Source: an optimization exercise on an open RTL-to-GDS flow (aim: small area). Production flows keep margins and buffers that such runs may drop. Function was checked by simulation only, so behaviour that the tests miss may differ from the original. The clock port is modelled as an ideal driver, which makes a skipped or thinned clock tree look cheaper than it is; a real chip needs a root buffer or a tree. Power is estimated from default activity; no workload was simulated.

## top
module top #(
  parameter integer CLK_FREQ_HZ            = 20_000,
  parameter         BUTTONS_ACTIVE_LOW      = 1,
  parameter         TESTMODE_ACTIVE_LOW     = 0,
  parameter         LED_ENABLE_ACTIVE_LOW    = 0,
  parameter integer DEBOUNCE_TIME_MS               = 5,
  parameter integer RUN_TIME_NORMAL_S         = 30,
  parameter integer RUN_TIME_TEST_S           = 3,
  parameter integer DIV_TIMER_TOGGLE       = CLK_FREQ_HZ/2,
  parameter integer DIV_LED_TOGGLE      = CLK_FREQ_HZ/2,
  parameter integer DIV_HEARTBEAT_TOGGLE       = CLK_FREQ_HZ/4
)(
  input  wire clk,
  input  wire rst,    
  input  wire I1, I2, I3, I4, I5,
  output reg  led,
  output reg  O1, O2, O3, O4, O5
);
export LEC_CHECK = 0
export CAP_MARGIN = 20
export CORE_MARGIN = 2
export CORE_UTILIZATION = 80
export PLACE_DENSITY = 0.9
export SLEW_MARGIN = 20
create_clock -name core_clock -period 10.0 [get_ports {clk}]
standard.sh (not shown) runs the stock make flow with config.mk's settings and CLKGATE_MAP_FILE= SYNTH_SCRIPT=/design/flow/synth_recipe.tcl, a recipe that flattens the netlist after the stock synthesis.
==> flow/flow/run.sh <==
#!/bin/bash
# The standard layout (standard.sh) with three changes:
#  - ABC's final mapping pass skips its delay-driven buffering and upsizing
#    (synthesis is otherwise the standard one, so the registers are the same);
#  - the port buffers are buf_1 cells;
#  - the clock tree is built by flow/pre_cts.tcl: the clock port drives 3
#    buf_12 cells, each driving one cluster of registers.
# Each tool's output is in ORFS's logs under orfs/logs; make's output is in flow_make.log.
set -euo pipefail
here=$(pwd)
extra=()
if [[ "${ABC_NOUP:-1}" == 1 ]]; then
  cp -r "$FLOW_HOME/scripts" "$here/scripts"
  python3 - "$here/scripts/abc_speed.script" <<'P'
import sys
p = sys.argv[1]
s = open(p).read()
tail = "buffer -c\ntopo\nstime -c\nupsize -c\ndnsize -c\n"
assert s.endswith(tail), "unexpected abc script"
open(p, "w").write(s[: -len(tail)] + "topo\nstime -c\n")
P
  extra+=("SCRIPTS_DIR=$here/scripts")
fi
export PRE_CTS_TCL="$here/flow/pre_cts.tcl" CTS_M_K=3 CTS_M_CELL=sky130_fd_sc_hd__buf_12 CTS_M_ROOT=
bash standard.sh "${extra[@]}" \
  "BUFFER_PORTS_ARGS=-buffer_cell sky130_fd_sc_hd__buf_1" \
  finish > flow_make.log 2>&1
==> flow/flow/pre_cts.tcl <==
# Sourced by ORFS's cts.tcl just before clock_tree_synthesis (PRE_CTS_TCL).
# Builds a one-level clock tree by hand (the clock port drives CTS_M_K clock
# buffers, each driving one cluster of registers) and turns the following
# clock_tree_synthesis call into setting the clock as propagated.
source [file join [file dirname [info script]] manual_cts.tcl]
my_manual_cts $::env(CTS_M_K) $::env(CTS_M_CELL) $::env(CTS_M_ROOT)
rename clock_tree_synthesis my_orig_clock_tree_synthesis
proc clock_tree_synthesis {args} {
  puts "clock_tree_synthesis replaced by the manual clock tree"
  set_propagated_clock [all_clocks]
}
Other scripts of this flow, unchanged in this note and not shown: flow/flow/manual_cts.tcl
The baseline finished with timing, DRC and antenna clean.
Edit:
--- a/flow/flow/run.sh
+++ b/flow/flow/run.sh
@@ -5,4 +5,4 @@
 #  - the port buffers are buf_1 cells;
-#  - the clock tree is built by flow/pre_cts.tcl: the clock port drives 3
-#    buf_12 cells, each driving one cluster of registers.
+#  - the clock tree is built by flow/pre_cts.tcl: the clock port drives 4
+#    clkbuf_16 cells, each driving one cluster of registers.
 # Each tool's output is in ORFS's logs under orfs/logs; make's output is in flow_make.log.
@@ -23,3 +23,3 @@
 fi
-export PRE_CTS_TCL="$here/flow/pre_cts.tcl" CTS_M_K=3 CTS_M_CELL=sky130_fd_sc_hd__buf_12 CTS_M_ROOT=
+export PRE_CTS_TCL="$here/flow/pre_cts.tcl" CTS_M_K=4 CTS_M_CELL=sky130_fd_sc_hd__clkbuf_16 CTS_M_ROOT=
 bash standard.sh "${extra[@]}" \
- CORE_UTILIZATION: 80 -> 60
- PLACE_DENSITY: 0.9 -> unset
Total power goes up by 4.2%.
Clock skew hardly moves.
Synthesized area is unchanged.
Final area goes up by 2.0%.
Via count goes down by 5.2%.
Edit:
--- a/flow/flow/run.sh
+++ b/flow/flow/run.sh
@@ -5,3 +5,3 @@
 #  - the port buffers are buf_1 cells;
-#  - the clock tree is built by flow/pre_cts.tcl: the clock port drives 4
+#  - the clock tree is built by flow/pre_cts.tcl: the clock port drives 3
 #    clkbuf_16 cells, each driving one cluster of registers.
@@ -23,3 +23,3 @@
 fi
-export PRE_CTS_TCL="$here/flow/pre_cts.tcl" CTS_M_K=4 CTS_M_CELL=sky130_fd_sc_hd__clkbuf_16 CTS_M_ROOT=
+export PRE_CTS_TCL="$here/flow/pre_cts.tcl" CTS_M_K=3 CTS_M_CELL=sky130_fd_sc_hd__clkbuf_16 CTS_M_ROOT=
 bash standard.sh "${extra[@]}" \
After rerunning: First-iteration DRC count goes down by 7.6%. Wire length came out lower by 1.9%. Hold slack gains 0.015 ns. Clock power goes down by about 10%. Cell count is about the same. Power went down by 2.7%. Setup slack gets worse by 0.039 ns. Sequential cell count does not change.
Edit:
--- a/flow/flow/run.sh
+++ b/flow/flow/run.sh
@@ -5,4 +5,4 @@
 #  - the port buffers are buf_1 cells;
-#  - the clock tree is built by flow/pre_cts.tcl: the clock port drives 3
-#    clkbuf_16 cells, each driving one cluster of registers.
+#  - the clock tree is built by flow/pre_cts.tcl: the clock port drives 4
+#    buf_12 cells, each driving one cluster of registers.
 # Each tool's output is in ORFS's logs under orfs/logs; make's output is in flow_make.log.
@@ -23,3 +23,3 @@
 fi
-export PRE_CTS_TCL="$here/flow/pre_cts.tcl" CTS_M_K=3 CTS_M_CELL=sky130_fd_sc_hd__clkbuf_16 CTS_M_ROOT=
+export PRE_CTS_TCL="$here/flow/pre_cts.tcl" CTS_M_K=4 CTS_M_CELL=sky130_fd_sc_hd__buf_12 CTS_M_ROOT=
 bash standard.sh "${extra[@]}" \
Outcome: The changed run completed without violations. Setup slack gains 0.063 ns. Fmax rises by 1.9%. Cell count is about the same.
In every run of this note, the design's own scripts or RTL, not TritonCTS, make the clock network.

Setup of run A:
The RTL this note starts from:
==> flow/design.v <==
`timescale 1ns/1ps
`default_nettype none
module top #(
  parameter integer CLK_FREQ_HZ            = 20_000,
  parameter         BUTTONS_ACTIVE_LOW      = 1,
  parameter         TESTMODE_ACTIVE_LOW     = 0,
  parameter         LED_ENABLE_ACTIVE_LOW    = 0,
  parameter integer DEBOUNCE_TIME_MS               = 5,
  parameter integer RUN_TIME_NORMAL_S         = 30,
  parameter integer RUN_TIME_TEST_S           = 3,
  parameter integer DIV_TIMER_TOGGLE       = CLK_FREQ_HZ/2,
  parameter integer DIV_LED_TOGGLE      = CLK_FREQ_HZ/2,
  parameter integer DIV_HEARTBEAT_TOGGLE       = CLK_FREQ_HZ/4
)(
  input  wire clk,
  input  wire rst,    
  input  wire I1, I2, I3, I4, I5,
  output reg  led,
  output reg  O1, O2, O3, O4, O5
);
  reg start_s0, start_s1_n, stop_s0, stop_s1_n, rst_s0, rst_s1_n;
  reg test_s0_n, test_s1, leden_s0_n, leden_s1;
  always @(posedge clk) begin
    start_s0   <= ~rst & ~I1;
    stop_s0    <= ~rst & ~I2;
    rst_s0     <= ~rst & ~I3;
    start_s1_n <= rst | ~start_s0;
    stop_s1_n  <= rst | ~stop_s0;
    rst_s1_n   <= rst | ~rst_s0;
    test_s0_n  <= rst | ~I4;
    leden_s0_n <= rst | ~I5;
    test_s1    <= ~rst & ~test_s0_n;
    leden_s1   <= ~rst & ~leden_s0_n;
  end
  reg [6:0] db_st, db_sp, db_rs;
  reg st_state, sp_state, rs_state;
  reg st_state_d, sp_state_d, rs_state_d;
  wire st_lvl = ~start_s1_n, sp_lvl = ~stop_s1_n, rs_lvl = ~rst_s1_n;
  wire st_term = (~db_st[0] & db_st[1] & ~db_st[2] & db_st[3] & db_st[5]);
  wire sp_term = (~db_sp[0] & db_sp[1] & ~db_sp[2] & db_sp[3] & db_sp[5]);
  wire rs_term = (~db_rs[0] & db_rs[1] & ~db_rs[2] & db_rs[3] & db_rs[5]);
  always @(posedge clk) begin
    db_st <= (rst | (st_lvl == st_state) | st_term) ? 7'h0 : {~db_st[5:0], db_st[6] ^ db_st[0]};
    db_sp <= (rst | (sp_lvl == sp_state) | sp_term) ? 7'h0 : {~db_sp[5:0], db_sp[6] ^ db_sp[0]};
    db_rs <= (rst | (rs_lvl == rs_state) | rs_term) ? 7'h0 : {~db_rs[5:0], db_rs[6] ^ db_rs[0]};
    st_state <= ~rst & (st_term ? st_lvl : st_state);
    sp_state <= ~rst & (sp_term ? sp_lvl : sp_state);
    rs_state <= ~rst & (rs_term ? rs_lvl : rs_state);
    st_state_d <= ~rst & st_state;
    sp_state_d <= ~rst & sp_state;
    rs_state_d <= ~rst & rs_state;
  end
  wire start_rise = st_state & ~st_state_d;
  wire stop_rise  = sp_state & ~sp_state_d;
  wire rst_rise   = rs_state & ~rs_state_d;
  reg m1, m2;
  reg timeup, past;    
  reg [19:0] tcnt;
  wire on = m1 | m2;
  wire kill = rst | rst_rise | (on & stop_rise);
  wire wrap = (~tcnt[1] & tcnt[2] & tcnt[3] & ~tcnt[4] & ~tcnt[5] & ~tcnt[6] & ~tcnt[7] & ~tcnt[9] & tcnt[10] & ~tcnt[11] & ~tcnt[13] & tcnt[14] & ~tcnt[15] & ~tcnt[16] & ~tcnt[17] & tcnt[18] & ~tcnt[19]) | (test_s1 & past);
  wire tclr = rst | ~on | wrap;
  always @(posedge clk) begin
    m1 <= ~kill & ((~on & start_rise) | (m1 & ~timeup) | (m2 & timeup));
    m2 <= ~kill & ((m2 & ~timeup) | (m1 & timeup));
    tcnt <= tclr ? 20'hb65da : {~tcnt[18:0], tcnt[19] ^ tcnt[16]};
    timeup <= ~rst & on & wrap;
    past <= ~tclr & (past | (tcnt[0] & ~tcnt[1] & ~tcnt[4] & tcnt[6] & tcnt[7] & ~tcnt[8] & tcnt[9] & tcnt[10] & ~tcnt[13] & ~tcnt[16] & tcnt[17] & tcnt[18]));
  end
  always @* begin
    O1 = m1;
    O2 = m2;
    O4 = on;
  end
  reg [13:0] div_o3, div_led;
  reg [12:0] div_o5;
  wire o3_term  = (div_o3[0] & div_o3[2] & div_o3[4] & div_o3[6] & div_o3[8] & ~div_o3[9] & div_o3[10] & ~div_o3[11] & div_o3[12] & ~div_o3[13]);
  wire led_term = (div_led[0] & div_led[2] & div_led[4] & div_led[6] & div_led[8] & ~div_led[9] & div_led[10] & ~div_led[11] & div_led[12] & ~div_led[13]);
  wire o5_term  = (div_o5[0] & ~div_o5[1] & div_o5[4] & ~div_o5[5] & div_o5[6] & div_o5[7] & div_o5[8] & ~div_o5[9] & div_o5[10]);
  always @(posedge clk) begin
    div_o3  <= (rst | ~on | o3_term) ? 14'hf50 : {~div_o3[12:0], div_o3[13] ^ div_o3[12]};
    O3      <= ~rst & on & (O3 ^ o3_term);
    div_led <= (rst | ~leden_s1 | led_term) ? 14'hf50 : {~div_led[12:0], div_led[13] ^ div_led[12]};
    led     <= ~rst & leden_s1 & (led ^ led_term);
    div_o5  <= (rst | o5_term) ? 13'h1848 : {~div_o5[11:0], div_o5[12] ^ div_o5[3]};
    O5      <= ~rst & (O5 ^ o5_term);
  end
endmodule
`default_nettype wire
clock: 10.0 ns
lec_check: 0
cap_margin: 20
core_margin: 2
core_utilization: 40
cts_buf_list: sky130_fd_sc_hd__clkbuf_8
cts_cluster_size: 40
slew_margin: 20
run.sh (not shown) runs the stock make flow with config.mk's settings and CLKGATE_MAP_FILE= SYNTH_SCRIPT=/design/flow/synth_recipe.tcl, a recipe that flattens the netlist after the stock synthesis.
Stock flow here: none of the scripts above is used.
Run A: full flow OK, the timing, DRC and antenna checks passed
diff inputs: run A => run B
- CTS_BUF_LIST removed (was sky130_fd_sc_hd__clkbuf_8)
- CTS_CLUSTER_SIZE removed (was 40)
==> flow/flow/run.sh (new file) <==
#!/bin/bash
# Standard layout, with small port buffers and a clock tree without dummy loads.
set -euo pipefail
bash standard.sh "BUFFER_PORTS_ARGS=-buffer_cell sky130_fd_sc_hd__buf_1" "CTS_ARGS=-sink_clustering_enable -repair_clock_nets -dont_use_dummy_load" finish > flow_make.log 2>&1
==> flow/standard.sh (new file) <==
#!/bin/bash
# synth_recipe.tcl (not shown) runs the flow's synth.tcl, then flattens the netlist and writes it again
# the make line also repeats each setting of config.mk as NAME=value (left out here)
make -C /OpenROAD-flow-scripts/flow DESIGN_CONFIG=/design/flow/config.mk WORK_HOME=/design/flow/orfs CLKGATE_MAP_FILE= SYNTH_SCRIPT=/design/flow/synth_recipe.tcl "${@:-finish}"
removed: flow/run.sh
## What came out
The final layout from run B, which completed every stage, passed the timing, DRC and antenna checks at the end of the flow.
When the final numbers for run A and run B were put side by side, the sequential share of layout area turned out to be greater in run B.
Against run A, internal power contribution in run B fell by more than 10%.
As far as global-route usage over all layers is concerned, run B and run A perform about the same.
Input changes introduced in run C (baseline for comparison: run B):
- swapping 40 for 60 in CORE_UTILIZATION
Notes after the runs:
Summary — via count, run C relative to run B: lower, by 0.91%.
Per the comparison of run C with run B, growth of design area from synthesis to finish shrank by 1.3 points; met3 track demand over resource in global routing grew by 4.4 points.
In terms of clock share of power, run C and run B differ only marginally.
Taking run B as the reference, in run C total power held, share of cell area taken by multi-input logic gates went up by 0.34 points.
Overall die width: run C vs run B down 16 um
Run C ended up with a lower shortest period the worst path allows than run B did.
Input changes introduced in run D (baseline for comparison: run C):
- a change of CORE_UTILIZATION from 60 to 75
- an added PLACE_DENSITY of 0.85
### Flow results
Run C -> run D: overall power after layout flat. Re total number of cells along the worst setup path: no difference whatsoever between run D and run C. Changes observed in run D relative to run C: final design instance area without fill shrank by about 0.65%; post-layout minimum cycle time shows a reduction of 0.020 ns; global routing usage on met1 rose 5.7 points. Comparing run D against run C, there is no change at all in number of clock-tree buffers in the layout. Compared with run C, in run D worst hold slack grew by 0.013 ns; setup slack grew by 0.020 ns.
--- input diff run D..run E ---
- PLACE_DENSITY: 0.85 -> unset
- CORE_UTILIZATION: 75 -> 40
==> flow/run.sh (new file) <==
#!/bin/bash
# synth_recipe.tcl (not shown) runs the flow's synth.tcl, then flattens the netlist and writes it again
# the make line also repeats each setting of config.mk as NAME=value (left out here)
make -C /OpenROAD-flow-scripts/flow DESIGN_CONFIG=/design/flow/config.mk WORK_HOME=/design/flow/orfs CLKGATE_MAP_FILE= SYNTH_SCRIPT=/design/flow/synth_recipe.tcl finish
removed: flow/flow/run.sh
removed: flow/standard.sh
[summary]
- Run E against run D: area of the core now sits higher; via count now sits higher; count of placed standard cells in the final layout, fillers left out now sits higher.
- Taking run E as 1.0, run D lands at 0.37 on number of fill cells.
- Power of the sequential group delta (run E -> run D): insignificant
- Summary — placer's final routability congestion estimate, run E relative to run D: lower, by 2.9%.

-- re-timing with driven ports --
The results above use ideal ports. As a check the final layouts listed here were re-extracted and re-timed, cells and wires unchanged.
Step 1 assumes that a clkbuf_16 drives the clock port and a buf_2 every other input.
Step 2 moves the port delays by t, midway between the first and last clock arrival at a register: inputs arrive t later, outputs are due t later. That takes back most of the time a late clock gives input paths.
a / b / c = ideal ports / drivers / drivers and shift; a / b = the first two.
run	shift t [ns]	slack for setup (ns)	worst setup path at the end	clock arrival spread, ns	worst slew at a driven data input, ns
the first run of note 1	0.206	6.465 / 6.404 / 6.609	register to output	0.009 / 0.009	0.03
the second run of note 1	0.226	6.608 / 6.533 / 6.709	input to register	0.013 / 0.013	0.03
the third run of note 1	0.226	6.568 / 6.513 / 6.712	input to register	0.012 / 0.011	0.03
the fourth run of note 1	0.208	6.631 / 6.550 / 6.703	input to register	0.011 / 0.011	0.03
run A	0.376	6.377 / 6.383 / 6.007	input to register	0.010 / 0.010	0.04
run B	0.368	6.685 / 6.695 / 6.326	input to register	0.035 / 0.035	0.04
run C	0.368	6.694 / 6.702 / 6.334	input to register	0.016 / 0.017	0.03
run D	0.371	6.713 / 6.718 / 6.347	input to register	0.026 / 0.026	0.03
run E	0.377	6.378 / 6.385 / 6.008	input to register	0.010 / 0.010	0.04
After both steps every run listed still meets setup and hold.
